From an optimization exercise on the open Yosys and OpenROAD flow, aimed at small area; shortcuts taken in it are not production practice.
Where RTL was checked, it was by simulation tests only, not by an equivalence proof against the original.
No functional check of the RTL was part of run 3.
In run 8 the design's own scripts or RTL, not TritonCTS, make the clock network.
The flow treats the clock pin as an ideal source. Dropping or thinning the clock tree relies on that and would not hold on a real chip.
Power figures rest on the tool's default switching activity, not on a simulated workload.

`flow/config.mk`:
```
export PLATFORM = sky130hd
export DESIGN_NAME = sound_main
export DESIGN_NICKNAME = sound_main
export VERILOG_FILES = /design/flow/design.v
export SDC_FILE = /design/flow/constraint.sdc
export NUM_CORES = 4
export LEC_CHECK = 0
export CAP_MARGIN = 20
export CORE_MARGIN = 2
export CORE_UTILIZATION = 40
export SLEW_MARGIN = 20
```
`flow/constraint.sdc`:
```
create_clock -name core_clock -period 5.0 [get_ports {clock}]
set_input_delay 1.0000 -clock core_clock [delete_from_list [all_inputs] [get_ports {clock}]]
set_output_delay 1.0000 -clock core_clock [all_outputs]
set_load 0.01 [all_outputs]
```
`flow/design.v`:
```
module sound_main(
	input  wire       clock,
	input  wire       reset,
	input  wire       mode_8chans,
	input  wire       mode_pan4ch,
	input  wire       mode_inv7b,
	input  wire       in_wrtoggle,
	input  wire       in_datnvol,
	input  wire [2:0] in_wraddr,
	input  wire [7:0] in_data,
	output wire       dac_clock,
	output wire       dac_leftright,
	output wire       dac_data
);
	reg [2:0] fifth;
	reg [6:0] sync;
	wire f4 = fifth[2];
	always @(posedge clock)
	if( reset )
		fifth <= 3'd0;
	else if( f4 )
		fifth <= 3'd0;
	else
		fifth <= fifth + 3'd1;
	always @(posedge clock)
	if( reset )
		sync <= 7'd0;
	else if( f4 )
		sync <= sync + 7'd1;
	assign dac_clock     = sync[0];
	assign dac_leftright = sync[6];
	wire [5:0] s   = sync[5:0];
	wire       lrp = ~sync[6];
	wire [1:0] c   = s[3:2];  
	wire [2:0] psi = {s[2]^s[0], s[1], s[0]} + fifth;
	wire ev_vol = (s[5:4]==2'd0) & (
	              (s[3:0]==4'd0  & fifth==3'd1) |
	              (s[3:0]==4'd4  & fifth==3'd4) |
	              (s[3:0]==4'd9  & fifth==3'd2) |
	              (s[3:0]==4'd14 & fifth==3'd0) );
	wire ev_dat = (s[5:4]==2'd0) & (
	              (s[3:0]==4'd0  & fifth==3'd3) |
	              (s[3:0]==4'd5  & fifth==3'd1) |
	              (s[3:0]==4'd9  & fifth==3'd4) |
	              (s[3:0]==4'd14 & fifth==3'd2) );
	wire ev_first = (s[5:4]==2'd0) & (
	              (s[3:0]==4'd0  & fifth==3'd4) |
	              (s[3:0]==4'd5  & fifth==3'd2) |
	              (s[3:0]==4'd10 & fifth==3'd0) |
	              (s[3:0]==4'd14 & fifth==3'd3) );
	wire active = (s < 6'd18);           
	wire clr0   = (s[5:2] == 4'd0);      
	wire load_int = f4 & (&s);
	reg        p1;
	reg        pend;
	reg [47:0] rv;  
	reg [63:0] rd;  
	wire       wreq = in_wrtoggle ^ p1;
	wire [2:0] tgt  = in_wraddr + psi;
	wire       at7  = (tgt == 3'd7);
	wire       land = (wreq | pend) & at7;
	always @(posedge clock)
	begin
		p1   <= in_wrtoggle;
		pend <= ~reset & (wreq | pend) & ~at7;
	end
	wire [5:0] ins_v = (land & ~in_datnvol) ? in_data[5:0] : rv[47:42];
	wire [7:0] ins_d = (land &  in_datnvol) ? in_data      : rd[63:56];
	always @(posedge clock)
	begin
		rv <= { rv[41:0], ins_v };
		rd <= { rd[55:0], ins_d };
	end
	wire       hv = c[1] & (mode_8chans | mode_pan4ch);
	wire [1:0] qv = {hv, 1'b0} + {1'b0, lrp} - {1'b0, c[1]};
	wire [1:0] qd = mode_8chans ? ( {1'b0, c[1]} + {1'b0, lrp} + 2'd1 ) :
	                mode_pan4ch ? 2'd1 :
	                              ( {1'b0, lrp} - {1'b0, c[1]} + 2'd1 );
	reg [5:0] vol_rd;
	reg [7:0] dat_rd;
	always @*
	begin
		case( qv )
		2'd0: vol_rd = rv[11:6];
		2'd1: vol_rd = rv[23:18];
		2'd2: vol_rd = rv[35:30];
		default: vol_rd = rv[47:42];
		endcase
		case( qd )
		2'd0: dat_rd = rd[15:8];
		2'd1: dat_rd = rd[31:24];
		2'd2: dat_rd = rd[47:40];
		default: dat_rd = rd[63:56];
		endcase
	end
	wire fwd_v = pend & ~in_datnvol & (tgt == {qv, 1'b1});
	wire fwd_d = pend &  in_datnvol & (tgt == {qd, 1'b1});
	reg  [5:0] vol;
	reg  [7:0] sh;
	reg  [6:0] sr;
	reg        cy;
	reg [22:0] ring;
	reg [15:0] word;
	always @(posedge clock)
	if( ev_vol )
		vol <= fwd_v ? in_data[5:0] : vol_rd;
	wire [5:0] add = sh[0] ? vol : 6'd0;
	wire [6:0] su  = sr[6:1] + add;
	wire sgn = sh[7] ^ (ev_first & ~mode_inv7b);
	always @(posedge clock)
	begin
		sr <= ev_dat ? 7'd0 : su;
		if( ev_dat )
			sh <= fwd_d ? in_data : dat_rd;
		else
			sh <= { sgn, sgn, sh[6:1] };
	end
	wire       mo = su[0] & active;
	wire       od = ring[0] & ~clr0;
	wire [1:0] ts = {1'b0, cy} + {1'b0, mo} + {1'b0, od};
	always @(posedge clock)
	begin
		ring <= { ts[0], ring[22:1] };
		cy   <= ts[1] & active & ~ev_dat;
	end
	always @(posedge clock)
	if( load_int )
		word <= ring[22:7];
	wire [4:0] j = sync[5:1];
	wire [3:0] bi = 4'd0 - j[3:0];
	assign dac_data = ( (j != 5'd0) && (j <= 5'd16) ) ? word[bi] : 1'b0;
endmodule
```
`flow/run.sh`:
```
#!/bin/bash
# synth_recipe.tcl (not shown) runs the flow's synth.tcl, then flattens the netlist and writes it again
# the make line also repeats each setting of config.mk as NAME=value (left out here)
make -C /OpenROAD-flow-scripts/flow DESIGN_CONFIG=/design/flow/config.mk WORK_HOME=/design/flow/orfs CLKGATE_MAP_FILE= SYNTH_SCRIPT=/design/flow/synth_recipe.tcl finish
```
==> impl_metrics.ini, run 1 <==
[global_routing]
global_route.overflow_total = 0
antenna_found_initial = 0
gr-usage-all-layers_pct = 14.1
grt_pass1_vias = 3324
grt_pass1_wl_um = 17300
grt_max_degree = 23

[clock_tree]
cts_max_path_buffers = 2
cts_tree = done
hold_buffers = 0
cts.sinks = 184
clk_latency_ps = 420
cts_made_buffers = 17
cts_setup_buffers = 0
cts_root_buffer = clkbuf_16
cts_max_level = 4
cts_resized = 0
clkTransAtPathRegs_ps = 70

[sta]
slew-limit-headroom_pct = 33.9
hold_viol = 0
period_minus_slack_ps = 4080
fin_crit_sh_pct = 81.7
finalSetupViolCount = 0
whs_ps = 320
fin_setup_tns_ps = 0
rsz0062_at_grt = false
fmax_mhz = 245
finalClockSkew_ps = 6.20
setup_slack_ps = 915
slew_violations = 0
tightest_slew_ps = 992

[floorplanning]
die_h_um = 126
io-pin-count = 21
die_x_um = 126
start_util_pct = 41.1
die-area_um2 = 16000
coreArea_um2 = 14600
rows = 44

[synthesis]
synth_top_cell_area_share_pct = 54.1
syn_avg_cell_area_um2 = 13.8
async_reset_ff_share_pct = 0
ys_seq_elements = 184
postSynthCellCount = 433
yosysTopAreaCell = dfxtp_1
synthesis.area_um2 = 5990
synthTopCellsByArea = dfxtp_1, edfxtp_1, ha_1
synth_enable_flop_cells = 22
ys_seq_area_share_pct = 65.2
syn_nets = 477
yosysWarnings = 1
yosysUniqueCellTypes = 49
synth_flop_cell = dfxtp_1

[place]
dpl_worst_slack_ps = 842
finalWeightedCongestion = 0.799
port_buffers = 20
dpl.hpwl_um = 6910

[cells_and_area]
area_delta_synth_final_pct = 15.6
drive_above_1_share_pct = 13.6
antennaDiodeCount = 0
num-nets-final = 503

[status]
status = complete, no violations

[detailed_routing]
via_count = 3188
ant_nets = 0
post_drt_via_cell_ratio = 4.86
dr.pass1.iters = 4
drt-initial-drc-count = 91
drt_wl_total_um = 10400
route.detailed.drc = 0
post_drt_wl_per_cell_um = 15.8

[setup_path]
cp_data_required_time_ps = 4000
worstPathArrival_ps = 3080
critical_path.max_fanout = 9
critical_path_class = register to output port
start_kind = register
endpoint_kind = output port

[job]
cap_violations = 0

[power_and_ir_drop]
pwr_density_cell_nw_per_um2 = 551
vdd_drop_max_uv = 335
p_leak_nw = 2.75
power_mw = 3.81

[worst_hold_path]
hp-class = register to register
## metrics by stage
| stage | util (%) | cells | cell area [µm²] |
|---|---|---|---|
| 2_1_floorplan | - | 433 | 5990 |
| 3_3_place_gp | 43.6 | 624 | 6360 |
| 3_5_place_dp | 43.6 | 624 | 6360 |
| 4_1_cts | 47.4 | 656 | 6920 |
| 5_1_grt | 47.4 | 656 | 6920 |
| 6_report | 47.4 | 656 | 6920 |
## cell type report
| type | count | area, µm² |
|---|---|---|
| fill | 1268 | 7670 |
| sequential | 184 | 3900 |
| multi-input combinational | 220 | 1960 |
| clock buffer | 20 | 447 |
| tap | 184 | 230 |
| timing repair buffer | 22 | 215 |
| clock inverter | 12 | 118 |
| inverter | 14 | 52.6 |
## synthesized netlist by cell type (all sizes together) (2+ instances only)
cell	number
nand3	3
nor2	22
clkbuf	9
and3	3
or3	3
mux2i	3
o211ai	8
a221o	8
o21a	9
nor2b	3
a21oi	8
a211oi	2
nand2	21
nor3b	3
buf	6
dfxtp	162
xnor2	12
and4	2
fa	4
nor3	10
mux2	21
a31oi	9
a21o	2
ha	22
and2	6
xor2	8
inv	14
o21ai	6
mux4	10
edfxtp	22
## worst max-delay path, cell delays in order, from the launching register on
cell	delay [ps]
dfxtp_1	650
inv_1	270
ha_1	470
mux4_2	230
mux2_2	150
nor2_1	40
a211oi_1	270
clkdlybuf4s50_1	590
## flip-flops by register name (all words and copies together), names as in the netlist
| name | cells |
|---|---|
| rd | 64 |
| rv | 48 |
| ring | 23 |
| word | 16 |
| sh | 8 |
| sync | 7 |
| sr | 6 |
| vol | 6 |
| fifth | 3 |
| cy | 1 |
| p1 | 1 |
| pend | 1 |
## final timing paths
kind	start	to	slack, ps	cells past startpoint
worst min-delay path	rd[37]$_DFF_P_	rd[45]$_DFF_P_	320	0
worst min register to register	rd[37]$_DFF_P_	rd[45]$_DFF_P_	320	0
worst max-delay path	sync[1]$_SDFFE_PP0P_	dac_data	920	7
worst max register to register	sync[1]$_SDFFE_PP0P_	vol[4]$_DFFE_PP_	1440	9
## layout by cell type (no fill, tap or decap), types with 3 or more instances in the layout
| cell type | Yosys | final |
|---|---|---|
| inv_6 | 0 | 3 |
| xnor2_1 | 12 | 12 |
| xor2_1 | 7 | 7 |
| clkdlybuf4s50_1 | 0 | 20 |
| mux2_4 | 14 | 14 |
| nand3_1 | 3 | 3 |
| o211ai_1 | 8 | 8 |
| o21a_1 | 9 | 9 |
| o21ai_0 | 5 | 5 |
| and3_1 | 3 | 3 |
| edfxtp_1 | 22 | 22 |
| or3_1 | 3 | 3 |
| and2_1 | 6 | 6 |
| a21oi_1 | 8 | 8 |
| ha_1 | 22 | 22 |
| nand2_1 | 21 | 21 |
| a221o_1 | 8 | 8 |
| nor2b_1 | 3 | 3 |
| nor2_1 | 22 | 22 |
| mux4_1 | 6 | 6 |
| a31oi_1 | 9 | 9 |
| dfxtp_1 | 162 | 162 |
| clkinv_4 | 0 | 3 |
| mux2_2 | 7 | 7 |
| inv_1 | 14 | 14 |
| mux4_2 | 4 | 4 |
| clkbuf_16 | 0 | 17 |
| nor3_1 | 10 | 10 |
| fa_1 | 4 | 4 |
## power by group
group          switching (mW)  internal [mW]  total (mW)
clock                   0.558          0.708        1.27
combinational           0.188          0.246       0.434
sequential              0.166           1.95        2.11
## layer usage
metal  wire length (µm)  vias to the layer above  part of all wire [%]  GRT usage, %
li1                   -                     1571                     -             -
met3                283                       20                   2.7          4.13
met5                  0                        -                     0             0
met1               5110                     1558                    49          18.0
met2               4740                       39                    46          22.1
met4                230                        0                   2.2          6.59
## cells by family after synthesis
logic type	synth area share, %
AND/OR/NAND/NOR	6.83
AO/OA/AOI/OAI	6.83
buffers and inverters	2.26
flip-flops	65.2
adder cells (fa/ha/maj)	5.93
multiplexers	9.53
XOR/XNOR	3.45
==> inputs of run 2 (changes only) <==
--- a/flow/config.mk
+++ b/flow/config.mk
@@ -6,6 +6,10 @@
 export NUM_CORES = 4
 export LEC_CHECK = 0
+export ABC_AREA = 1
 export CAP_MARGIN = 20
 export CORE_MARGIN = 2
-export CORE_UTILIZATION = 40
+export CORE_UTILIZATION = 60
+export CTS_BUF_LIST = sky130_fd_sc_hd__clkbuf_8
+export CTS_CLUSTER_DIAMETER = 100
+export CTS_CLUSTER_SIZE = 40
 export SLEW_MARGIN = 20
==> run 2 against run 1 <==
Against the previous run:
- still clean on timing, DRC and antenna
- worst setup slack better by 110 ps
- critical path depth is 1 higher
- global-route usage rose by 8.5 points
- largest cell class unchanged
- highest routed layer unchanged
==> impl_metrics.ini, run 2 <==
[setup_path]
worstPathArrival_ps = 2980
critPathLaunch = sync[1]$_SDFFE_PP0P_
r2r_start = sync[1]$_SDFFE_PP0P_
r2r_cells = 10
reg2reg_slack_ps = 2000
critical_path.max_fanout = 15
cp_data_required_time_ps = 4000
endpoint_kind = output port
start_kind = register
critical_path_class = register to output port

[job]
cap_violations = 0

[synthesis]
syn_avg_cell_area_um2 = 9.98
yosysUniqueCellTypes = 37
yosysWarnings = 1
ys_seq_area_share_pct = 62.5
synthesis.area_um2 = 6240
postSynthCellCount = 626
async_reset_ff_share_pct = 0
syn_nets = 670
yosysTopAreaCell = dfxtp_1
synth_flop_cell = dfxtp_1
synth.most_common_cell = dfxtp_1
synthTopCellsByArea = dfxtp_1, edfxtp_1, nand2_1
synthTopCellsByCount = dfxtp_1, nand2_1, nand3_1
ys_seq_elements = 184
synth_enable_flop_cells = 22
synth_top_cell_area_share_pct = 51.9

[detailed_routing]
dr.pass1.iters = 4
post_drt_via_cell_ratio = 5.12
ant_nets = 0
drt-initial-drc-count = 171
route.detailed.drc = 0
post_drt_wl_per_cell_um = 14.1
via_count = 4122
drt_wl_total_um = 11300

[sta]
period_minus_slack_ps = 3980
fmax_mhz = 251
hold_viol = 0
slew_violations = 0
fin_setup_tns_ps = 0
setup_slack_ps = 1020
rsz0062_at_grt = false
slew-limit-headroom_pct = 46.2
finalClockSkew_ps = 10.2
fin_crit_sh_pct = 79.5
finalSetupViolCount = 0
tightest_slew_ps = 803

[power_and_ir_drop]
power.share.switching_pct = 27.0
p_int_mw = 2.53
p_leak_nw = 3.01
p_sw_mw = 0.936
power_frac_clock_pct = 28.4
pwr_density_cell_nw_per_um2 = 498
p_seq_share_pct = 59.3
p_comb_share_pct = 12.3
vdd_drop_max_uv = 367

[place]
finalWeightedCongestion = 0.895
port_buffers = 20
dpl_worst_slack_ps = 1390
place_area_um2 = 6560
dpl.hpwl_um = 8150

[clock_tree]
cts_setup_buffers = 0
cts_resized = 0
cts_root_buffer = clkbuf_8
cts_tree = done
cts.sinks = 184
cts_max_path_buffers = 2
hold_buffers = 0
clk_latency_ps = 460
clkTransAtPathRegs_ps = 90
cts_made_buffers = 17
cts_max_level = 4

[global_routing]
grt_pass1_vias = 3994
grt_max_degree = 19
grt_pass1_wl_um = 19400
global_route.overflow_total = 0
gr-usage-all-layers_pct = 22.6
antenna_found_initial = 0

[worst_hold_path]
min-delay-start = rv[24]$_DFF_P_
hp-class = register to register
hold_depth = 0

[cells_and_area]
largest-register = rd
antennaDiodeCount = 0
area_delta_synth_final_pct = 11.5
final_area_um2 = 6960
layout_common_cells = dfxtp_1, nand2_1, nand3_1
num-nets-final = 700
final_common_cell = dfxtp_1
drive_above_1_share_pct = 10.3
reg_top3 = rd x64, rv x48, ring x23
largest_reg_flops = 64

[floorplanning]
die_x_um = 106
die_h_um = 106
coreArea_um2 = 10200
io-pin-count = 21
start_util_pct = 61.0
die-area_um2 = 11200
rows = 37

[status]
status = complete, no violations
## run 2: cell types whose count changed after synthesis, sizes merged, moves of 8 or more
cell	delta
a221o	-8
a31oi	-8
inv	+49
mux2	-21
mux4	-10
nand2	+110
nand3	+67
nand4	+14
nor2	+24
o21a	-8
o21ai	+36
xnor2	-10
## run 2: cell type report
| class | count | area, µm² |
|---|---|---|
| Clock buffer | 17 | 234 |
| Fill cell | 813 | 3270 |
| Multi-Input combinational cell | 368 | 2030 |
| Sequential cell | 184 | 3900 |
| Timing Repair Buffer | 22 | 215 |
| Inverter | 63 | 241 |
| Clock inverter | 15 | 166 |
| Tap cell | 136 | 170 |
## run 2: power groups by stage
stage / Sequential, mW / Combinational, mW / Clock (mW)
floorplan: 2.03 / 0.331 / 0
global placement: 2.07 / 0.414 / 0
detailed placement: 2.09 / 0.424 / 0
CTS: 2.06 / 0.429 / 1.01
global route: 2.10 / 0.491 / 1.07
finish: 2.05 / 0.427 / 0.983
## run 2: cells by family after synthesis
family | Yosys count | share of synthesized area, %
flops | 184 | 62.5
buf+inv | 74 | 4.93
fa+ha+maj | 26 | 5.69
compound gates | 63 | 6.21
simple gates | 275 | 20.1
xor+xnor | 4 | 0.561
## run 2: through the flow
stage,power (mW),util [%],std cells,hold WS [ps]
finish,3.46,68.1,805,331
global route,3.66,68.1,805,334
floorplan,2.36,-,626,310
CTS,3.49,68.1,805,330
detailed placement,2.51,64.2,773,312
global placement,2.49,64.2,773,311
## run 2: critical path, cell delays in order (launching register included)
cell and delay, ps:
dfxtp_1 570, inv_1 330, ha_1 460, nor2_1 150, o21ai_0 100, o211ai_1 110
nand3_1 90, a21oi_1 160, clkdlybuf4s50_1 550
## run 2: final timing paths
check / end
setup reg to reg: sh[3]$_DFF_P_
hold / removal: rv[30]$_DFF_P_
setup / recovery: dac_data
hold reg to reg: rv[30]$_DFF_P_
## run 2: metal layers
metal | track usage [%] | routed length, µm
met1 | 30.2 | 5430
met2 | 33.9 | 5250
met3 | 6.62 | 465
met4 | 11.0 | 185
met5 | 0 | 0
==> inputs of run 3 (changes only) <==
--- a/flow/design.v
+++ b/flow/design.v
@@ -57,6 +57,5 @@
 	reg [63:0] rd;  
 	wire       wreq = in_wrtoggle ^ p1;
-	wire [2:0] tgt  = in_wraddr + psi;
-	wire       at7  = (tgt == 3'd7);
+	wire       at7  = ((in_wraddr ^ psi) == 3'd7);  
 	wire       land = (wreq | pend) & at7;
 	always @(posedge clock)
@@ -94,6 +93,10 @@
 		endcase
 	end
-	wire fwd_v = pend & ~in_datnvol & (tgt == {qv, 1'b1});
-	wire fwd_d = pend &  in_datnvol & (tgt == {qd, 1'b1});
+	wire [2:0] av = { hv, lrp, c[0] };
+	wire [2:0] ad = mode_8chans ? { c[1], lrp, c[0] } :
+	                mode_pan4ch ? { 1'b0, c[1], c[0] } :
+	                              { 1'b0, lrp, c[0] };
+	wire fwd_v = pend & ~in_datnvol & (in_wraddr == av);
+	wire fwd_d = pend &  in_datnvol & (in_wraddr == ad);
 	reg  [5:0] vol;
 	reg  [7:0] sh;
@@ -124,9 +127,10 @@
 		cy   <= ts[1] & active & ~ev_dat;
 	end
+	integer m;
 	always @(posedge clock)
 	if( load_int )
-		word <= ring[22:7];
+		for( m=0; m<16; m=m+1 )
+			word[m] <= ring[7 + ((16-m)%16)];
 	wire [4:0] j = sync[5:1];
-	wire [3:0] bi = 4'd0 - j[3:0];
-	assign dac_data = ( (j != 5'd0) && (j <= 5'd16) ) ? word[bi] : 1'b0;
+	assign dac_data = ( (j != 5'd0) && (j <= 5'd16) ) ? word[j[3:0]] : 1'b0;
 endmodule
--- a/flow/config.mk
+++ b/flow/config.mk
@@ -6,10 +6,7 @@
 export NUM_CORES = 4
 export LEC_CHECK = 0
-export ABC_AREA = 1
 export CAP_MARGIN = 20
 export CORE_MARGIN = 2
-export CORE_UTILIZATION = 60
+export CORE_UTILIZATION = 40
 export CTS_BUF_LIST = sky130_fd_sc_hd__clkbuf_8
-export CTS_CLUSTER_DIAMETER = 100
-export CTS_CLUSTER_SIZE = 40
 export SLEW_MARGIN = 20
==> run 3 against run 2 <==
Against the previous run:
- clock power decreased by 9.4%
- critical endpoint unchanged
- worst setup slack improved by 330 ps
- sequential power barely moved
- cell count is 19% lower
- fmax grew 9.2%
- global-route usage fell by 8.4 points
- via count shrank 22%
- utilization fell by 22 points
- clock skew grew 4.5 ps
- critical path type unchanged
==> impl_metrics.ini, run 3 <==
[synthesis]
yosysUniqueCellTypes = 48
postSynthCellCount = 430
yosysWarnings = 1
async_reset_ff_share_pct = 0
synth_flop_cell = dfxtp_1
syn_nets = 470
synthTopCellsByCount = dfxtp_1, edfxtp_1, nor2_1
synthesis.area_um2 = 5940
synth.most_common_cell = dfxtp_1
synth_top_cell_area_share_pct = 54.6
yosysTopAreaCell = dfxtp_1
ys_seq_elements = 184
syn_avg_cell_area_um2 = 13.8
synth_enable_flop_cells = 22
synthTopCellsByArea = dfxtp_1, edfxtp_1, ha_1
ys_seq_area_share_pct = 65.7

[sta]
period_minus_slack_ps = 3640
fin_setup_tns_ps = 0
tightest_slew_ps = 1070
setup_slack_ps = 1360
fmax_mhz = 275
finalSetupViolCount = 0
slew_violations = 0
rsz0062_at_grt = false
fin_crit_sh_pct = 72.8
whs_ps = 318
hold_viol = 0
finalClockSkew_ps = 14.7
slew-limit-headroom_pct = 28.3

[place]
dpl_worst_slack_ps = 1420
dp_cells = 621
finalWeightedCongestion = 0.820
dpl.hpwl_um = 6970
port_buffers = 20

[clock_tree]
cts_max_level = 4
cts.sinks = 184
cts_setup_buffers = 0
cts_root_buffer = clkbuf_8
clk_latency_ps = 460
cts_max_path_buffers = 2
hold_buffers = 0
cts_tree = done
cts_resized = 0
clkTransAtPathRegs_ps = 100
cts_made_buffers = 17

[setup_path]
r2r_start = sync[3]$_SDFFE_PP0P_
reg2reg_slack_ps = 1780
critical_path.max_fanout = 21
r2r_cells = 6
cp_data_required_time_ps = 4000
critical_path_class = register to output port
start_kind = register
rr_endpoint = sh[7]$_DFF_P_
worstPathArrival_ps = 2640
endpoint_kind = output port

[worst_hold_path]
holdPathEnd = rv[7]$_DFF_P_
hp-class = register to register
min-delay-start = rv[1]$_DFF_P_
hold_depth = 0

[cells_and_area]
num-nets-final = 496
reg_top3 = rd x64, rv x48, ring x23
layout_common_cells = dfxtp_1, edfxtp_1, inv_1, nor2_1
largest_reg_flops = 64
final_common_cell = dfxtp_1
n_fill_cell = 1328
multi_input_area_um2 = 1890
drive_above_1_share_pct = 14.1
largest-register = rd
seq_area_um2 = 3900
area_delta_synth_final_pct = 12.2
antennaDiodeCount = 0
layout.cells.non_filler = 653

[detailed_routing]
drt-initial-drc-count = 224
via_count = 3197
dr.pass1.iters = 4
post_drt_wl_per_cell_um = 15.8
ant_nets = 0
route.detailed.drc = 0
drt_wl_total_um = 10300
post_drt_via_cell_ratio = 4.90

[power_and_ir_drop]
power_frac_clock_pct = 26.7
p_sw_mw = 0.880
p_comb_share_pct = 12.4
pwr_density_cell_nw_per_um2 = 500
p_leak_nw = 2.58
vdd_drop_max_uv = 180
p_int_mw = 2.45
p_seq_share_pct = 60.9
power.share.switching_pct = 26.4

[floorplanning]
rows = 44
start_util_pct = 40.9
die-area_um2 = 15800
coreArea_um2 = 14500
die_h_um = 126
io-pin-count = 21
die_x_um = 126

[global_routing]
antenna_found_initial = 0
gr-usage-all-layers_pct = 14.2
grt_pass1_vias = 3274
grt_pass1_wl_um = 17200
global_route.overflow_total = 0
grt_max_degree = 23

[status]
status = complete, no violations

[job]
cap_violations = 0
==> run 3: changes by cell type in the layout (fill, tap and decap cells not counted), sizes merged, moves of 20 or more <==
cell   delta
inv      -41
mux2     +20
nand2   -119
nand3    -57
nor2     -25
o21ai    -24
==> run 3: worst max-delay path by stage <==
stage / endpoint / depth (start not counted) / from / slack, ps
final: dac_data / 5 / sync[3]$_SDFFE_PP0P_ / 1360
after CTS: dac_data / 5 / sync[3]$_SDFFE_PP0P_ / 1330
after detailed placement: vol[3]$_DFFE_PP_ / 5 / mode_8chans / 1420
after floorplan: vol[0]$_DFFE_PP_ / 4 / mode_pan4ch / 2260
after global placement: vol[3]$_DFFE_PP_ / 5 / mode_pan4ch / 1500
after global routing: dac_data / 5 / sync[3]$_SDFFE_PP0P_ / 1190
==> run 3: worst max-delay path, cell delays in order, from the launching register on <==
cell             delay [ps]
dfxtp_1                 870
mux4_2                  420
nand3b_1                100
o21ai_0                 100
o21a_1                  210
clkdlybuf4s50_1         480
==> run 3: area by class of cell <==
| cell class | instances | area share (%) |
|---|---|---|
| sequential | 184 | 58.6 |
| multi-input combinational | 212 | 28.4 |
| clock buffer | 17 | 3.51 |
| tap | 184 | 3.45 |
| timing repair buffer | 22 | 3.23 |
| clock inverter | 15 | 1.76 |
| inverter | 19 | 1.07 |
==> run 3: cell families (layout without fill, tap and decap cells) <==
logic type               after synthesis  count (layout)  synth area share (%)
AO/OA/AOI/OAI                         46              46                  4.80
XOR/XNOR                              18              18                  2.88
adder cells (fa/ha/maj)               22              22                  5.01
buffers and inverters                 34              73                  2.51
flip-flops                           184             184                  65.7
multiplexers                          41              41                  11.4
AND/OR/NAND/NOR                       85              85                  7.69
==> run 3: through the flow <==
| stage | utilization, % | total power, mW | area, µm² |
|---|---|---|---|
| 2_1_floorplan | - | 2.32 | 5940 |
| 3_3_place_gp | 43.4 | 2.44 | 6310 |
| 3_5_place_dp | 43.4 | 2.47 | 6310 |
| 4_1_cts | 45.9 | 3.36 | 6670 |
| 5_1_grt | 45.9 | 3.52 | 6670 |
| 6_report | 45.9 | 3.33 | 6670 |
==> run 3: power groups by stage <==
stage / logic (mW) / clock network, mW / registers (mW)
floorplan: 0.322 / 0 / 2.00
global placement: 0.393 / 0 / 2.05
detailed placement: 0.410 / 0 / 2.06
CTS: 0.415 / 0.914 / 2.03
global route: 0.466 / 0.979 / 2.07
finish: 0.414 / 0.891 / 2.03
==> run 3: per-layer routing <==
| metal | track usage [%] | part of all wire [%] | vias to the layer above |
|---|---|---|---|
| met4 | 6.40 | 2.7 | 0 |
| met1 | 18.3 | 49 | 1554 |
| met3 | 4.76 | 3.4 | 23 |
| met5 | 0 | 0 | - |
| met2 | 21.7 | 45 | 50 |
| li1 | - | - | 1570 |
==> inputs of run 4 (changes only) <==
--- a/flow/design.v
+++ b/flow/design.v
@@ -39,14 +39,11 @@
 	              (s[3:0]==4'd9  & fifth==3'd2) |
 	              (s[3:0]==4'd14 & fifth==3'd0) );
-	wire ev_dat = (s[5:4]==2'd0) & (
-	              (s[3:0]==4'd0  & fifth==3'd3) |
-	              (s[3:0]==4'd5  & fifth==3'd1) |
-	              (s[3:0]==4'd9  & fifth==3'd4) |
-	              (s[3:0]==4'd14 & fifth==3'd2) );
-	wire ev_first = (s[5:4]==2'd0) & (
-	              (s[3:0]==4'd0  & fifth==3'd4) |
-	              (s[3:0]==4'd5  & fifth==3'd2) |
-	              (s[3:0]==4'd10 & fifth==3'd0) |
-	              (s[3:0]==4'd14 & fifth==3'd3) );
+	reg ev_vol_d, ev_dat, ev_first;
+	always @(posedge clock)
+	begin
+		ev_vol_d <= ev_vol;
+		ev_dat   <= ev_vol_d;
+		ev_first <= ev_dat;
+	end
 	wire active = (s < 6'd18);           
 	wire clr0   = (s[5:2] == 4'd0);      
--- a/flow/config.mk
+++ b/flow/config.mk
@@ -8,5 +8,5 @@
 export CAP_MARGIN = 20
 export CORE_MARGIN = 2
-export CORE_UTILIZATION = 40
+export CORE_UTILIZATION = 60
 export CTS_BUF_LIST = sky130_fd_sc_hd__clkbuf_8
 export SLEW_MARGIN = 20
==> run 4 against run 3 <==
Against the previous run:
- clock-buffer cell count did not move
- utilization rose by 24 points
- clock power rose by 7.5%
- sequential cell count rose by 3
- critical path type unchanged
- critical endpoint unchanged
==> impl_metrics.ini, run 4 <==
[cells_and_area]
final_common_cell = dfxtp_1
num-nets-final = 465
drive_above_1_share_pct = 15.0
largest-register = rd
area_delta_synth_final_pct = 12.1
utilization_pct = 70.0
reg_top3 = rd x64, rv x48, ring x23
layout_common_cells = dfxtp_1, edfxtp_1, clkdlybuf4s50_1
antennaDiodeCount = 0
largest_reg_flops = 64

[synthesis]
synth_flop_cell = dfxtp_1
synth_xor_area_share_pct = 3.07
ys_seq_elements = 187
yosysWarnings = 1
synth_top_family_by_area = multiplexers
syn_nets = 438
synthesis.area_um2 = 5830
yosysUniqueCellTypes = 44
async_reset_ff_share_pct = 0
yosysTopAreaCell = dfxtp_1
synth.area.mux_share_pct = 11.7
syn_avg_cell_area_um2 = 14.6
synthTopCellsByCount = dfxtp_1, edfxtp_1, ha_1, inv_1, mux4_2
synth_fa_ha_area_share_pct = 4.90
postSynthCellCount = 399
synthTopCellsByArea = dfxtp_1, edfxtp_1, mux4_2
synth_enable_flop_cells = 22
yosys.area_share.simple_pct = 6.36
synth_compound_area_share_pct = 3.78
synth.most_common_cell = dfxtp_1
synth_top_cell_area_share_pct = 56.7
ys_seq_area_share_pct = 68.0

[clock_tree]
clkTransAtPathRegs_ps = 100
cts_max_path_buffers = 2
cts_root_buffer = clkbuf_8
hold_buffers = 0
cts_tree = done
cts_made_buffers = 17
cts.sinks = 187
clk_latency_ps = 440
cts_max_level = 4
cts_resized = 0
cts_setup_buffers = 0

[sta]
fin_crit_sh_pct = 70.1
finalClockSkew_ps = 11.1
fin_setup_tns_ps = 0
period_minus_slack_ps = 3510
fmax_mhz = 285
slew_violations = 0
slew-limit-headroom_pct = 33.9
finalSetupViolCount = 0
rsz0062_at_grt = false
tightest_slew_ps = 987
hold_viol = 0

[setup_path]
slowest_stage = dfxtp_1
start_kind = register
critical_path.max_fanout = 12
endpoint_kind = output port
cp_data_required_time_ps = 4000
path_buf_inv = 1
critPathMaxStageDelay_ps = 660
worstPathArrival_ps = 2510
crit_chain = mux4_2 > nand3b_1 > o21ai_0 > o21a_1 > clkdlybuf4s50_1
critical_path_class = register to output port
reg2reg_slack_ps = 1870
critPathTopFamily = flip-flops

[detailed_routing]
post_drt_wl_per_cell_um = 15.9
drt_wl_total_um = 9040
post_drt_via_cell_ratio = 5.19
route.detailed.drc = 0
dr.pass1.iters = 4
ant_nets = 0
via_count = 2949
drt-initial-drc-count = 118

[worst_hold_path]
hp-class = register to register

[place]
finalWeightedCongestion = 0.706
dpl.hpwl_um = 6130
port_buffers = 20

[floorplanning]
start_util_pct = 62.5
io-pin-count = 21
die_x_um = 103
coreArea_um2 = 9330
die_h_um = 103
die-area_um2 = 10500
rows = 35

[power_and_ir_drop]
pwr_density_cell_nw_per_um2 = 476
p_leak_nw = 2.56
vdd_drop_max_uv = 392

[global_routing]
grt_pass1_wl_um = 15000
grt_pass1_vias = 3009
global_route.overflow_total = 0
grt_max_degree = 19
gr-usage-all-layers_pct = 19.5
antenna_found_initial = 0

[job]
cap_violations = 0

[status]
status = complete, no violations
-- run 4: cell types whose count changed after synthesis, moves of 4 or more --
cell / previous run / this run
nor2_1: 21 / 16
xor2_1: 9 / 5
nand3_1: 13 / 5
mux2_2: 20 / 6
nand2_1: 12 / 8
nor2b_1: 3 / 10
o21ai_0: 17 / 8
mux2_4: 0 / 6
a221o_1: 0 / 8
mux2_1: 0 / 8
mux4_1: 8 / 0
a31oi_1: 10 / 1
mux4_2: 9 / 17
-- run 4: kinds of logic after synthesis --
group                    Yosys count
AO/OA/AOI/OAI                     31
multiplexers                      42
XOR/XNOR                          18
adder cells (fa/ha/maj)           21
buffers and inverters             32
AND/OR/NAND/NOR                   68
flip-flops                       187
-- run 4: cell type report --
cell class	count	area, µm²
fill	654	2800
inverter	19	71.3
clock inverter	15	158
tap	129	161
clock buffer	17	234
sequential	187	3960
multi-input combinational	180	1740
timing repair buffer	21	208
-- run 4: worst paths after layout --
kind | cells past startpoint | startpoint | to
max | 5 | sync[1]$_SDFFE_PP0P_ | dac_data
min | 0 | rv[41]$_DFF_P_ | rv[47]$_DFF_P_
max reg2reg | 5 | sync[3]$_SDFFE_PP0P_ | sh[6]$_DFF_P_
min reg2reg | 0 | rv[41]$_DFF_P_ | rv[47]$_DFF_P_
-- run 4: power breakdown --
part           internal, mW  switching (mW)
Combinational         0.133          0.0979
Sequential             1.81           0.111
Clock                 0.415           0.543
Total                  2.36           0.752
-- run 4: layer usage --
| metal | vias up | GRT usage, % | part of all wire (%) |
|---|---|---|---|
| met5 | - | 0 | 0 |
| met4 | 0 | 9.74 | 1.8 |
| met3 | 14 | 5.29 | 3.6 |
| met2 | 43 | 28.3 | 45 |
| met1 | 1452 | 27.4 | 50 |
| li1 | 1440 | - | - |
-- run 4: stage by stage --
step           worst slack (ps)  hold WS (ps)  power (mW)  cell area, µm²  cells
3_3_place_gp               1650           310        2.17            6140    536
2_1_floorplan              2360           310        2.08            5830    399
5_1_grt                    1330           337        3.25            6530    568
4_1_cts                    1450           329        3.14            6530    568
3_5_place_dp               1640           312        2.18            6140    536
6_report                   1490           329        3.11            6530    568
==> inputs of run 5 (changes only) <==
==> flow/flow/run.sh (new file) <==
#!/bin/bash
# Standard ORFS layout (standard.sh), with two changes:
#  - port buffers use the smallest buffer cell, buf_1
#  - CTS without dummy loads, clkbuf_8 buffers
set -euo pipefail
export BUFFER_PORTS_ARGS="-buffer_cell sky130_fd_sc_hd__buf_1"
export CTS_ARGS="-sink_clustering_enable -repair_clock_nets -dont_use_dummy_load -buf_list sky130_fd_sc_hd__clkbuf_8"
bash standard.sh > standard_flow.log 2>&1
==> flow/standard.sh (new file) <==
#!/bin/bash
# synth_recipe.tcl (not shown) runs the flow's synth.tcl, then flattens the netlist and writes it again
# the make line also repeats each setting of config.mk as NAME=value (left out here)
make -C /OpenROAD-flow-scripts/flow DESIGN_CONFIG=/design/flow/config.mk WORK_HOME=/design/flow/orfs CLKGATE_MAP_FILE= SYNTH_SCRIPT=/design/flow/synth_recipe.tcl "${@:-finish}"
--- a/flow/config.mk
+++ b/flow/config.mk
@@ -8,5 +8,4 @@
 export CAP_MARGIN = 20
 export CORE_MARGIN = 2
-export CORE_UTILIZATION = 60
-export CTS_BUF_LIST = sky130_fd_sc_hd__clkbuf_8
+export CORE_UTILIZATION = 75
 export SLEW_MARGIN = 20
removed: flow/run.sh
==> run 5 against run 4 <==
Against the previous run:
- register-to-register slack better by 220 ps
- via count up 1.4%
- worst setup slack better by 430 ps
- first-iteration DRC count up 95%
- cell count down 7.4%
- utilization up 12 points
- global-route usage up 5.6 points
- combinational power down 3%
- critical path type unchanged
- critical endpoint unchanged
- largest cell class unchanged
- largest power group unchanged
==> impl_metrics.ini, run 5 <==
[job]
cap_violations = 0

[power_and_ir_drop]
vdd_drop_max_uv = 454
pwr_density_cell_nw_per_um2 = 461
power_mw = 2.87
p_leak_nw = 2.43

[sta]
hold_viol = 0
fin_setup_tns_ps = 0
fin_crit_sh_pct = 61.5
finalClockSkew_ps = 56.7
finalSetupViolCount = 0
tightest_slew_ps = 933
fmax_mhz = 325
period_minus_slack_ps = 3080
slew-limit-headroom_pct = 37.5
slew_violations = 0
rsz0062_at_grt = false

[worst_hold_path]
hp-class = register to register
min-delay-start = rv[15]$_DFF_P_
holdPathEnd = rv[21]$_DFF_P_
hold_depth = 0

[floorplanning]
die_h_um = 92.1
start_util_pct = 76.6
rows = 32
die-area_um2 = 8490
die_x_um = 92.1
io-pin-count = 21
coreArea_um2 = 7610

[cells_and_area]
drive_above_1_share_pct = 12.5
seq_area_um2 = 3960
n_fill_cell = 412
layout_common_cells = dfxtp_1, edfxtp_1, buf_1
num-nets-final = 465
final_common_cell = dfxtp_1
largest_reg_flops = 64
reg_top3 = rd x64, rv x48, ring x23
largest-register = rd
area_delta_synth_final_pct = 6.77
multi_input_area_um2 = 1740
antennaDiodeCount = 0

[clock_tree]
cts_max_level = 4
cts_setup_buffers = 0
cts_resized = 0
hold_buffers = 0
cts_tree = done
cts_made_buffers = 17
cts_max_path_buffers = 2
clk_latency_ps = 440
cts_root_buffer = clkbuf_8
cts.sinks = 187
clkTransAtPathRegs_ps = 110

[place]
port_buffers = 20
dpl.hpwl_um = 6580
finalWeightedCongestion = 0.812

[global_routing]
grt_pass1_wl_um = 15700
global_route.overflow_total = 0
gr-usage-all-layers_pct = 25.1
grt_max_degree = 22
grt_pass1_vias = 3084
antenna_found_initial = 0

[detailed_routing]
drt_wl_total_um = 9560
via_count = 2989
route.detailed.drc = 0
ant_nets = 0
dr.pass1.iters = 4
drt-initial-drc-count = 230
post_drt_via_cell_ratio = 5.68
post_drt_wl_per_cell_um = 18.2

[setup_path]
cp_data_required_time_ps = 4000
critPathMaxStageDelay_ps = 620
endpoint_kind = output port
start_kind = register
r2r_cells = 5
rr_endpoint = sh[3]$_DFF_P_
r2r_start = sync[3]$_SDFFE_PP0P_
critPathTopFamily = flip-flops
critical_path.max_fanout = 12
critical_path_class = register to output port
crit_chain = mux4_2 > nand3b_1 > o21ai_0 > o21a_1 > buf_1
slowest_stage = dfxtp_1
reg2reg_slack_ps = 2090
path_buf_inv = 1
worstPathArrival_ps = 2080

[synthesis]
yosysWarnings = 1
synth_enable_flop_cells = 22
syn_nets = 438
yosysUniqueCellTypes = 44
synth_top_cell_area_share_pct = 56.7
ys_seq_elements = 187
synthTopCellsByArea = dfxtp_1, edfxtp_1, mux4_2
synth.most_common_cell = dfxtp_1
postSynthCellCount = 399
syn_avg_cell_area_um2 = 14.6
synth_flop_cell = dfxtp_1
ys_seq_area_share_pct = 68.0
synthTopCellsByCount = dfxtp_1, edfxtp_1, ha_1, inv_1, mux4_2
yosysTopAreaCell = dfxtp_1
async_reset_ff_share_pct = 0
synthesis.area_um2 = 5830

[status]
status = complete, no violations
==> run 5: cell types whose count changed in the layout (fill, tap and decap cells not counted), moves of 2 or more <==
| cell | delta |
|---|---|
| buf_1 | +20 |
| clkdlybuf4s50_1 | -20 |
| clkinv_2 | -2 |
| clkinv_4 | -3 |
| inv_6 | -3 |
| inv_8 | -4 |
==> run 5: stage by stage <==
stage	hold WS, ps	cells	cell area, µm²	util (%)	setup slack (ps)
2_1_floorplan	310	399	5830	-	2360
3_3_place_gp	310	509	5980	78.6	2000
3_5_place_dp	312	509	5980	78.6	2010
4_1_cts	309	526	6210	81.7	1900
5_1_grt	317	526	6220	81.8	1760
6_report	309	526	6220	81.8	1920
==> run 5: per-layer routing <==
| layer | global-route usage [%] | share of wire (%) | vias to the layer above |
|---|---|---|---|
| met5 | 0 | 0 | - |
| met2 | 39.4 | 48 | 69 |
| met3 | 5.51 | 2.7 | 11 |
| li1 | - | - | 1425 |
| met4 | 8.71 | 1.4 | 0 |
| met1 | 35.2 | 48 | 1484 |
==> run 5: area by class of cell <==
class                   count  area share, %
multi-input cells         180           28.0
inverters                  19           1.15
flip-flops and latches    187           63.7
clock buffers              17           3.76
well taps                 102           2.05
repair buffers             21           1.33
==> run 5: how the worst max path moves through the flow <==
stage | to | start | depth (start not counted) | slack (ps)
after floorplan | vol[0]$_DFFE_PP_ | mode_pan4ch | 4 | 2360
after global placement | rd[4]$_DFF_P_ | in_wraddr[2] | 6 | 2000
after detailed placement | rd[5]$_DFF_P_ | in_wraddr[2] | 6 | 2010
after CTS | dac_data | sync[1]$_SDFFE_PP0P_ | 5 | 1900
after global routing | dac_data | sync[1]$_SDFFE_PP0P_ | 5 | 1760
final | dac_data | sync[1]$_SDFFE_PP0P_ | 5 | 1920
==> run 5: kinds of logic (layout without fill, tap and decap cells) <==
group	count (synthesis)	after routing	share of synthesized area, %
simple gates	68	68	6.36
flops	187	187	68.0
xor+xnor	18	18	3.07
fa+ha+maj	21	21	4.90
compound gates	31	31	3.78
buf+inv	32	57	2.17
mux	42	42	11.7
==> run 5: power breakdown <==
| part | internal, mW | total [mW] | switching [mW] |
|---|---|---|---|
| combinational | 0.124 | 0.223 | 0.0990 |
| sequential | 1.81 | 1.93 | 0.122 |
| clock | 0.302 | 0.714 | 0.413 |
==> run 5: worst register-to-register path, delay by kind of cell, from the launching register on <==
kind	cells	cell delay, ps
compound gates	1	320
fa+ha+maj	1	480
buf+inv	1	230
flops	1	710
mux	1	420
simple gates	1	640
==> inputs of run 6 (changes only) <==
--- a/flow/config.mk
+++ b/flow/config.mk
@@ -8,4 +8,5 @@
 export CAP_MARGIN = 20
 export CORE_MARGIN = 2
-export CORE_UTILIZATION = 75
+export CORE_UTILIZATION = 85
+export PLACE_DENSITY = 0.9
 export SLEW_MARGIN = 20
==> run 6 against run 5 <==
Against the previous run:
- still clean
- global-route usage increased by 15 points
- synthesized cell count did not move
- worst setup slack worse by 270 ps
- clock-buffer cell count is the same
- utilization increased by 10 points
- design area shrank 0.44%
- via count increased by 14%
- first-iteration DRC count rose by 78%
- combinational power increased by 12%
- area after synthesis unchanged
- sequential cell count unchanged
- largest cell class unchanged
- largest power group unchanged
==> impl_metrics.ini, run 6 <==
[job]
cap_violations = 0

[setup_path]
endpoint_kind = output port
worstPathArrival_ps = 2350
reg2reg_slack_ps = 1770
start_kind = register
critical_path.max_fanout = 12
cp_data_required_time_ps = 4000
critical_path_class = register to output port

[cells_and_area]
antennaDiodeCount = 0
layout_common_cells = dfxtp_1, edfxtp_1, buf_1
drive_above_1_share_pct = 12.5
layout.cells.non_filler = 504
final_common_cell = dfxtp_1
largest-register = rd
reg_top3 = rd x64, rv x48, ring x23
multi_input_area_um2 = 1740
num-nets-final = 465
largest_reg_flops = 64
seq_area_um2 = 3960
n_fill_cell = 193
area_delta_synth_final_pct = 6.29

[synthesis]
synthTopCellsByArea = dfxtp_1, edfxtp_1, mux4_2
ys_seq_elements = 187
syn_avg_cell_area_um2 = 14.6
synthTopCellsByCount = dfxtp_1, edfxtp_1, ha_1, inv_1, mux4_2
synthesis.area_um2 = 5830
synth.most_common_cell = dfxtp_1
synth_compound_area_share_pct = 3.78
synth_xor_area_share_pct = 3.07
yosysUniqueCellTypes = 44
yosysTopAreaCell = dfxtp_1
async_reset_ff_share_pct = 0
synth_flop_cell = dfxtp_1
yosys.area_share.simple_pct = 6.36
yosysWarnings = 1
syn_nets = 438
ys_seq_area_share_pct = 68.0
postSynthCellCount = 399
synth_fa_ha_area_share_pct = 4.90
synth_enable_flop_cells = 22
synth_top_family_by_area = multiplexers
synth_top_cell_area_share_pct = 56.7
synth.area.mux_share_pct = 11.7

[sta]
rsz0062_at_grt = false
fmax_mhz = 299
fin_crit_sh_pct = 67.0
tightest_slew_ps = 1080
finalSetupViolCount = 0
slew_violations = 0
finalClockSkew_ps = 34.5
period_minus_slack_ps = 3350
fin_setup_tns_ps = 0
slew-limit-headroom_pct = 27.5
hold_viol = 0

[clock_tree]
cts_setup_buffers = 0
clk_latency_ps = 450
cts_resized = 0
cts.sinks = 187
cts_max_level = 4
clkTransAtPathRegs_ps = 90
cts_tree = done
hold_buffers = 0
cts_max_path_buffers = 2
cts_root_buffer = clkbuf_8
cts_made_buffers = 17

[detailed_routing]
post_drt_wl_per_cell_um = 27.7
ant_nets = 0
post_drt_via_cell_ratio = 6.78
route.detailed.drc = 0
drt-initial-drc-count = 409
via_count = 3418
drt_wl_total_um = 13900
dr.pass1.iters = 5

[global_routing]
grt_pass1_vias = 3526
antenna_found_initial = 0
grt_pass1_wl_um = 21000
grt_max_degree = 20
global_route.overflow_total = 0
gr-usage-all-layers_pct = 40.0

[power_and_ir_drop]
power_frac_clock_pct = 25.2
p_leak_nw = 2.43
p_int_mw = 2.24
p_comb_share_pct = 8.4
power.share.switching_pct = 24.6
p_sw_mw = 0.729
pwr_density_cell_nw_per_um2 = 479
vdd_drop_max_uv = 399
p_seq_share_pct = 66.3

[worst_hold_path]
hp-class = register to register

[floorplanning]
io-pin-count = 21
coreArea_um2 = 6720
rows = 30
die_h_um = 86.8
start_util_pct = 86.7
die_x_um = 86.8
die-area_um2 = 7530

[place]
dp_cells = 487
dpl.hpwl_um = 8190
port_buffers = 20
finalWeightedCongestion = 0.818

[status]
status = complete, no violations
==> run 6: per-layer routing <==
metal | global-route usage [%] | share of wire [%]
met3 | 9.33 | 10
met1 | 51.1 | 37
met2 | 64.3 | 48
met5 | 0 | 0
met4 | 20.9 | 5.1
==> run 6: worst paths after layout <==
kind | end | depth (start not counted) | from
setup reg to reg | sh[0]$_DFF_P_ | 5 | sync[3]$_SDFFE_PP0P_
hold reg to reg | rd[8]$_DFF_P_ | 0 | rd[0]$_DFF_P_
setup / recovery | dac_data | 5 | sync[1]$_SDFFE_PP0P_
hold / removal | rd[8]$_DFF_P_ | 0 | rd[0]$_DFF_P_
==> run 6: critical path: stages (launching register included) <==
cell	delay, ps
dfxtp_1	700
mux4_2	600
nand3b_1	120
o21ai_0	130
o21a_1	230
buf_1	140
==> run 6: area by class of cell <==
cell class	count	share of cell area, %
well taps	80	1.62
flip-flops and latches	187	64.0
repair buffers	21	1.33
clock buffers	17	3.78
inverters	19	1.15
multi-input cells	180	28.1
==> run 6: per-stage QoR <==
step	area [µm²]	total power, mW	hold WS, ps	worst slack [ps]	util (%)
3_5_place_dp	5950	2.20	312	1870	88.6
4_1_cts	6190	2.95	303	1670	92.1
5_1_grt	6190	3.04	306	1590	92.2
2_1_floorplan	5830	2.08	310	2360	-
6_report	6190	2.97	301	1650	92.2
3_3_place_gp	5950	2.15	310	2050	88.6
==> run 6: cell families after synthesis <==
logic type	count (synthesis)
buffers and inverters	32
multiplexers	42
XOR/XNOR	18
AND/OR/NAND/NOR	68
flip-flops	187
AO/OA/AOI/OAI	31
adder cells (fa/ha/maj)	21
==> run 6: power groups by stage <==
| stage | Sequential (mW) | Combinational (mW) | Clock (mW) |
|---|---|---|---|
| after global routing | 1.98 | 0.263 | 0.797 |
| after floorplan | 1.90 | 0.176 | 0 |
| after global placement | 1.94 | 0.208 | 0 |
| after CTS | 1.96 | 0.245 | 0.749 |
| final | 1.97 | 0.250 | 0.749 |
| after detailed placement | 1.97 | 0.232 | 0 |
==> inputs of run 7 (changes only) <==
--- a/flow/config.mk
+++ b/flow/config.mk
@@ -8,5 +8,4 @@
 export CAP_MARGIN = 20
 export CORE_MARGIN = 2
-export CORE_UTILIZATION = 85
-export PLACE_DENSITY = 0.9
+export CORE_UTILIZATION = 60
 export SLEW_MARGIN = 20
==> run 7 against run 6 <==
Against the previous run:
- clock skew decreased by 4.8 ps
- design area up 0.99%
- via count decreased by 16%
- non-clock buffer count unchanged
- utilization fell by 25 points
- die area rose by 40%
- clock-buffer cell count unchanged
- register-to-register slack better by 230 ps
- critical path depth unchanged
- wire length down 37%
- sequential share of layout area is 0.63 points lower
- critical path type unchanged
==> impl_metrics.ini, run 7 <==
[status]
status = complete, no violations

[cells_and_area]
area_delta_synth_final_pct = 7.35
antennaDiodeCount = 0
seq_area_um2 = 3960
largest_reg_flops = 64
final_area_um2 = 6250
reg_top3 = rd x64, rv x48, ring x23
num-nets-final = 465
drive_above_1_share_pct = 12.5
n_fill_cell = 706
largest-register = rd
final_common_cell = dfxtp_1
multi_input_area_um2 = 1740
layout_common_cells = dfxtp_1, edfxtp_1, buf_1

[setup_path]
critical_path_class = register to output port
worstPathArrival_ps = 2130
cp_data_required_time_ps = 4000
endpoint_kind = output port
critical_path.max_fanout = 12
start_kind = register

[detailed_routing]
drt-initial-drc-count = 81
via_count = 2865
dr.pass1.iters = 5
drt_wl_total_um = 8840
post_drt_wl_per_cell_um = 16.0
post_drt_via_cell_ratio = 5.18
route.detailed.drc = 0
ant_nets = 0

[clock_tree]
clkTransAtPathRegs_ps = 80
cts.sinks = 187
cts_resized = 0
hold_buffers = 0
cts_max_level = 4
cts_tree = done
cts_max_path_buffers = 2
clk_latency_ps = 440
cts_made_buffers = 17
cts_setup_buffers = 0
cts_root_buffer = clkbuf_8

[power_and_ir_drop]
p_sw_mw = 0.615
p_comb_share_pct = 7.7
vdd_drop_max_uv = 401
p_leak_nw = 2.43
power_mw = 2.85
p_int_mw = 2.23
p_seq_share_pct = 67.4
power_frac_clock_pct = 24.9
power.share.switching_pct = 21.6
pwr_density_cell_nw_per_um2 = 456

[global_routing]
global_route.overflow_total = 0
antenna_found_initial = 0
gr-usage-all-layers_pct = 19.1
grt_max_degree = 20
grt_pass1_vias = 2880
grt_pass1_wl_um = 14700

[synthesis]
synth_flop_cell = dfxtp_1
synth.most_common_cell = dfxtp_1
yosysTopAreaCell = dfxtp_1
yosysUniqueCellTypes = 44
yosysWarnings = 1
synth_top_cell_area_share_pct = 56.7
syn_nets = 438
ys_seq_elements = 187
synth_enable_flop_cells = 22
synthTopCellsByArea = dfxtp_1, edfxtp_1, mux4_2
ys_seq_area_share_pct = 68.0
synthesis.area_um2 = 5830
postSynthCellCount = 399
syn_avg_cell_area_um2 = 14.6
async_reset_ff_share_pct = 0
synthTopCellsByCount = dfxtp_1, edfxtp_1, ha_1, inv_1, mux4_2

[floorplanning]
rows = 35
die-area_um2 = 10500
io-pin-count = 21
coreArea_um2 = 9330
die_h_um = 103
start_util_pct = 62.5
die_x_um = 103

[sta]
hold_viol = 0
fmax_mhz = 320
finalClockSkew_ps = 29.7
rsz0062_at_grt = false
slew-limit-headroom_pct = 35.6
finalSetupViolCount = 0
fin_crit_sh_pct = 62.6
period_minus_slack_ps = 3130
slew_violations = 0
whs_ps = 314
tightest_slew_ps = 962
fin_setup_tns_ps = 0

[place]
finalWeightedCongestion = 0.721
place_area_um2 = 6010
port_buffers = 20
dpl.hpwl_um = 6220

[worst_hold_path]
hp-class = register to register

[job]
cap_violations = 0
## run 7: cell counts after synthesis
Identical to the previous run, type by type.
## run 7: kinds of logic after synthesis
kind of cell | synth area share [%]
AND/OR/NAND/NOR | 6.36
adder cells (fa/ha/maj) | 4.90
buffers and inverters | 2.17
multiplexers | 11.7
AO/OA/AOI/OAI | 3.78
flip-flops | 68.0
XOR/XNOR | 3.07
## run 7: layer usage
metal / up-vias / GRT usage [%] / part of all wire [%]
met2: 33 / 28.4 / 46
met3: 7 / 6.17 / 2.4
li1: 1424 / - / -
met5: - / 0 / 0
met4: 0 / 6.46 / 0.92
met1: 1401 / 26.8 / 51
## run 7: final timing paths
check | from | to | slack, ps | depth (start not counted)
min | rd[16]$_DFF_P_ | rd[24]$_DFF_P_ | 310 | 0
min reg2reg | rd[16]$_DFF_P_ | rd[24]$_DFF_P_ | 310 | 0
max reg2reg | sync[3]$_SDFFE_PP0P_ | sh[6]$_DFF_P_ | 2000 | 5
max | sync[1]$_SDFFE_PP0P_ | dac_data | 1870 | 5
## run 7: final cells by class
class / count / area share (%)
Multi-Input combinational cell: 180 / 27.8
Tap cell: 129 / 2.58
Timing Repair Buffer: 21 / 1.32
Clock buffer: 17 / 3.74
Inverter: 19 / 1.14
Sequential cell: 187 / 63.4
## run 7: stage by stage
step                      worst slack [ps]  cells  util [%]
after floorplan                       2360    399         -
after CTS                             1840    553      67.0
after global placement                1980    536      64.5
after detailed placement              1980    536      64.5
final                                 1870    553      67.0
after global routing                  1700    553      67.0
## run 7: power groups by stage
stage	clock, mW	sequential (mW)	combinational (mW)
after global routing	0.793	1.95	0.247
final	0.709	1.92	0.220
after detailed placement	0	1.95	0.221
after CTS	0.733	1.92	0.222
after global placement	0	1.94	0.215
after floorplan	0	1.90	0.176
## run 7: critical path: stages (launching register included)
cell,delay (ps)
dfxtp_1,640
mux4_2,570
nand3b_1,90
o21ai_0,100
o21a_1,190
buf_1,120
==> inputs of run 8 (changes only) <==
==> flow/flow/run.sh (replaced) <==
#!/bin/bash
# Standard ORFS layout (standard.sh) with three changes:
#  - port buffers use the smallest buffer cell, buf_1
#  - the clock tree is built by flow/cts.tcl instead of TritonCTS: the clock
#    port drives one clkbuf_16, which drives 12 clkbuf_8, each driving one
#    k-means cluster of registers
#  - everything else (synthesis, floorplan, placement, routing, finishing) is
#    standard.sh's
set -euo pipefail
export BUFFER_PORTS_ARGS="-buffer_cell sky130_fd_sc_hd__buf_1"
bash standard.sh place > flow_place.log 2>&1
openroad -no_init -exit flow/cts.tcl > flow_cts.log 2>&1
bash standard.sh finish > flow_finish.log 2>&1
==> flow/flow/cts.tcl (new file) <==
# Clock tree for the placed design: writes the CTS step's results, which
# standard.sh finish then routes.
set R orfs/results/sky130hd/sound_main/base
read_liberty $::env(FLOW_HOME)/platforms/sky130hd/lib/sky130_fd_sc_hd__tt_025C_1v80.lib
read_db $R/3_place.odb
read_sdc $R/3_place.sdc
source $::env(FLOW_HOME)/platforms/sky130hd/setRC.tcl
source flow/mycts.tcl
mycts_build 12 sky130_fd_sc_hd__clkbuf_8 sky130_fd_sc_hd__clkbuf_16
set_propagated_clock [all_clocks]
estimate_parasitics -placement
detailed_placement
check_placement -verbose
estimate_parasitics -placement
report_clock_skew
report_worst_slack -min
report_worst_slack -max
set worst 0
foreach pin [get_pins -hierarchical */CLK] { set s [get_property $pin slew_max]; if {$s > $worst} {set worst $s} }
puts "worst register clock pin slew: $worst"
write_db $R/4_1_cts.odb
write_sdc -no_timestamp $R/4_cts.sdc
==> flow/flow/mycts.tcl (new file) <==
# Manual clock tree: the clock port drives NLEAF clock buffers, each driving
# the registers of one k-means cluster of register positions.
proc mycts_build { nleaf master_name {root_name ""} } {
  set block [ord::get_db_block]
  set db [ord::get_db]
  set master [$db findMaster $master_name]
  set clknet [$block findNet clock]
  set sinks {}
  foreach it [$clknet getITerms] {
    set inst [$it getInst]
    set bb [$inst getBBox]
    set x [expr {([$bb xMin] + [$bb xMax]) / 2.0}]
    set y [expr {([$bb yMin] + [$bb yMax]) / 2.0}]
    lappend sinks [list $it $x $y]
  }
  set n [llength $sinks]
  # k-means, initial centres spread along the sorted x+y order
  set sorted [lsort -real -index 1 $sinks]
  set cx {}; set cy {}
  for {set k 0} {$k < $nleaf} {incr k} {
    set s [lindex $sorted [expr {int(($k + 0.5) * $n / $nleaf)}]]
    lappend cx [lindex $s 1]; lappend cy [lindex $s 2]
  }
  # grid-ish init: split by x then y for nleaf=4
  if {$nleaf == 4} {
    set xs [lsort -real [lmap s $sinks {lindex $s 1}]]
    set ys [lsort -real [lmap s $sinks {lindex $s 2}]]
    set x1 [lindex $xs [expr {$n/4}]]; set x3 [lindex $xs [expr {3*$n/4}]]
    set y1 [lindex $ys [expr {$n/4}]]; set y3 [lindex $ys [expr {3*$n/4}]]
    set cx [list $x1 $x3 $x1 $x3]; set cy [list $y1 $y1 $y3 $y3]
  }
  for {set iter 0} {$iter < 50} {incr iter} {
    set assign {}
    foreach s $sinks {
      set best 0; set bd 1e30
      for {set k 0} {$k < $nleaf} {incr k} {
        set d [expr {abs([lindex $s 1]-[lindex $cx $k]) + abs([lindex $s 2]-[lindex $cy $k])}]
        if {$d < $bd} {set bd $d; set best $k}
      }
      lappend assign $best
    }
    # balance: cap cluster size
    set ncx {}; set ncy {}
    for {set k 0} {$k < $nleaf} {incr k} {
      set sx 0; set sy 0; set c 0
      foreach s $sinks a $assign { if {$a == $k} { set sx [expr {$sx + [lindex $s 1]}]; set sy [expr {$sy + [lindex $s 2]}]; incr c } }
      if {$c > 0} { lappend ncx [expr {$sx/$c}]; lappend ncy [expr {$sy/$c}] } else { lappend ncx [lindex $cx $k]; lappend ncy [lindex $cy $k] }
    }
    set cx $ncx; set cy $ncy
  }
  set drv $clknet
  if {$root_name ne ""} {
    set rm [$db findMaster $root_name]
    set rinst [odb::dbInst_create $block $rm "mycts_root"]
    set sx 0; set sy 0
    for {set k 0} {$k < $nleaf} {incr k} { set sx [expr {$sx + [lindex $cx $k]}]; set sy [expr {$sy + [lindex $cy $k]}] }
    $rinst setLocation [expr {int($sx/$nleaf - [$rm getWidth]/2)}] [expr {int($sy/$nleaf - [$rm getHeight]/2)}]
    $rinst setPlacementStatus PLACED
    set drv [odb::dbNet_create $block "clknet_mycts_root"]
    $drv setSigType CLOCK
    [$rinst findITerm A] connect $clknet
    [$rinst findITerm X] connect $drv
  }
  for {set k 0} {$k < $nleaf} {incr k} {
    set inst [odb::dbInst_create $block $master "mycts_leaf_$k"]
    set w [$master getWidth]; set h [$master getHeight]
    $inst setLocation [expr {int([lindex $cx $k] - $w/2)}] [expr {int([lindex $cy $k] - $h/2)}]
    $inst setPlacementStatus PLACED
    set net [odb::dbNet_create $block "clknet_mycts_$k"]
    $net setSigType CLOCK
    [$inst findITerm A] connect $drv
    [$inst findITerm X] connect $net
    set c 0
    foreach s $sinks a $assign {
      if {$a == $k} { set it [lindex $s 0]; $it disconnect; $it connect $net; incr c }
    }
    puts "MYCTS leaf $k at [lindex $cx $k] [lindex $cy $k]: $c sinks"
  }
  $clknet setSigType CLOCK
}
==> run 8 against run 7 <==
Against the previous run:
- clock power decreased by 8.5%
- total power decreased by 2.3%
- sequential cell count unchanged
- largest cell class unchanged
- area after synthesis unchanged
- register-to-register slack improved by 60 ps
- critical path type unchanged
- clock skew increased by 13 ps
- still clean on timing, DRC and antenna
- first-iteration DRC count increased by 26%
==> impl_metrics.ini, run 8 <==
[detailed_routing]
ant_nets = 0
post_drt_via_cell_ratio = 5.16
via_count = 2834
route.detailed.drc = 0
dr.pass1.iters = 4
drt_wl_total_um = 8700
drt-initial-drc-count = 102
post_drt_wl_per_cell_um = 15.8

[power_and_ir_drop]
p_leak_nw = 2.41
pwr_density_cell_nw_per_um2 = 449
vdd_drop_max_uv = 399

[sta]
fin_setup_tns_ps = 0
slew_violations = 0
whs_ps = 308
finalClockSkew_ps = 43.1
slew-limit-headroom_pct = 36.6
fin_crit_sh_pct = 61.4
fmax_mhz = 326
period_minus_slack_ps = 3070
setup_slack_ps = 1930
tightest_slew_ps = 947
finalSetupViolCount = 0
rsz0062_at_grt = false
hold_viol = 0

[job]
cap_violations = 0

[status]
status = complete, no violations

[place]
dpl.hpwl_um = 6220
dp_cells = 536
finalWeightedCongestion = 0.721
dpl_worst_slack_ps = 1980
port_buffers = 20

[floorplanning]
coreArea_um2 = 9330
die_x_um = 103
die-area_um2 = 10500
io-pin-count = 21
rows = 35
start_util_pct = 62.5
die_h_um = 103

[cells_and_area]
largest_reg_flops = 64
drive_above_1_share_pct = 11.7
layout.cells.non_filler = 549
reg_top3 = rd x64, rv x48, ring x23
area_delta_synth_final_pct = 6.59
final_common_cell = dfxtp_1
largest-register = rd
multi_input_area_um2 = 1740
layout_common_cells = dfxtp_1, edfxtp_1, buf_1
seq_area_um2 = 3960
num-nets-final = 461
n_fill_cell = 709
utilization_pct = 66.6
antennaDiodeCount = 0

[synthesis]
synth.area.mux_share_pct = 11.7
synth_top_cell_area_share_pct = 56.7
synthTopCellsByCount = dfxtp_1, edfxtp_1, ha_1, inv_1, mux4_2
synth_flop_cell = dfxtp_1
yosysUniqueCellTypes = 44
synth_top_family_by_area = multiplexers
synth_compound_area_share_pct = 3.78
synth_fa_ha_area_share_pct = 4.90
synth_enable_flop_cells = 22
synth_xor_area_share_pct = 3.07
synthTopCellsByArea = dfxtp_1, edfxtp_1, mux4_2
syn_avg_cell_area_um2 = 14.6
yosysTopAreaCell = dfxtp_1
yosys.area_share.simple_pct = 6.36
synth.most_common_cell = dfxtp_1
yosysWarnings = 1
postSynthCellCount = 399
synthesis.area_um2 = 5830
ys_seq_area_share_pct = 68.0
ys_seq_elements = 187
async_reset_ff_share_pct = 0
syn_nets = 438

[worst_hold_path]
hp-class = register to register

[clock_tree]
clkTransAtPathRegs_ps = 110
clk_latency_ps = 380

[global_routing]
gr-usage-all-layers_pct = 17.2
grt_max_degree = 22
antenna_found_initial = 0
grt_pass1_vias = 2812
global_route.overflow_total = 0
grt_pass1_wl_um = 14300

[setup_path]
worstPathArrival_ps = 2070
start_kind = register
endpoint_kind = output port
critical_path.max_fanout = 12
cp_data_required_time_ps = 4000
critical_path_class = register to output port
run 8: metrics by stage:
step	power [mW]	cell area, µm²
final	2.79	6210
after floorplan	2.08	5830
after detailed placement	2.17	6010
after global placement	2.16	6010
after global routing	2.92	6210
run 8: path summary, 6_finish.rpt:
| path | slack, ps | from | cells after the start | endpoint |
|---|---|---|---|---|
| max | 1930 | sync[1]$_SDFFE_PP0P_ | 5 | dac_data |
| min | 310 | rv[5]$_DFF_P_ | 0 | rv[11]$_DFF_P_ |
| max reg2reg | 2060 | sync[3]$_SDFFE_PP0P_ | 5 | sh[6]$_DFF_P_ |
| min reg2reg | 310 | rv[5]$_DFF_P_ | 0 | rv[11]$_DFF_P_ |
run 8: cells by family after synthesis:
group | count (synthesis)
multiplexers | 42
AO/OA/AOI/OAI | 31
XOR/XNOR | 18
adder cells (fa/ha/maj) | 21
flip-flops | 187
AND/OR/NAND/NOR | 68
buffers and inverters | 32
run 8: final cells by class:
| class | instances | share of cell area [%] |
|---|---|---|
| multi-input combinational | 180 | 28.0 |
| sequential | 187 | 63.8 |
| timing repair buffer | 21 | 1.33 |
| inverter | 19 | 1.15 |
| buffer | 13 | 3.06 |
| tap | 129 | 2.60 |
run 8: where the power goes:
| part | internal, mW | total, mW | switching, mW |
|---|---|---|---|
| Combinational | 0.123 | 0.219 | 0.0963 |
| Clock | 0.253 | 0.649 | 0.396 |
| Sequential | 1.81 | 1.92 | 0.109 |
| Total | 2.19 | 2.79 | 0.600 |
run 8: per-layer routing:
metal	GRT usage, %	share of wire [%]	up-vias
met1	26.4	51	1368
met4	3.69	1.9	0
met3	1.56	3.5	11
met2	27.2	44	35
met5	0	0	-
li1	-	-	1420
run 8: critical path, cell delays in order (launching register included):
cell	delay [ps]
dfxtp_1	640
mux4_2	570
nand3b_1	90
o21ai_0	100
o21a_1	200
buf_1	120

separate check: timing with driven ports:
How much do the figures lean on ideal ports? The routed layouts below were timed once more, with nothing changed but the port constraints.
Step 1, drivers: a clkbuf_16 drives clock and a buf_2 each remaining input, both assumed.
Step 2, shift: input delay + t, output delay - t, t = (earliest + latest rising clock arrival at the registers) / 2. This alone moves slack from input paths to output paths.
a / b / c = ideal ports / drivers / drivers and shift; a / b = the first two.
run | shift t [ns] | setup WS [ns] | worst setup path after step 2 | worst register clock-pin slew, ns | worst data-port slew with drivers (ns)
run 1 | 0.459 | 0.915 / 0.874 / 0.830 | input to register | 0.07 / 0.07 | 0.04
run 2 | 0.492 | 1.024 / 0.989 / 1.402 | input to register | 0.09 / 0.09 | 0.04
run 3 | 0.497 | 1.358 / 1.316 / 1.427 | input to register | 0.10 / 0.10 | 0.05
run 4 | 0.468 | 1.493 / 1.457 / 1.661 | input to register | 0.10 / 0.10 | 0.03
run 5 | 0.448 | 1.924 / 1.889 / 1.957 | input to register | 0.11 / 0.11 | 0.03
run 6 | 0.468 | 1.652 / 1.620 / 1.706 | input to register | 0.10 / 0.10 | 0.06
run 7 | 0.453 | 1.871 / 1.839 / 1.993 | input to register | 0.10 / 0.10 | 0.04
run 8 | 0.392 | 1.932 / 1.900 / 2.020 | input to register | 0.11 / 0.11 | 0.04
After both steps setup and hold are still met in every run listed. The setup slack of run 1, which loses most, moves by -0.041 ns with the drivers and by -0.085 ns with both steps.
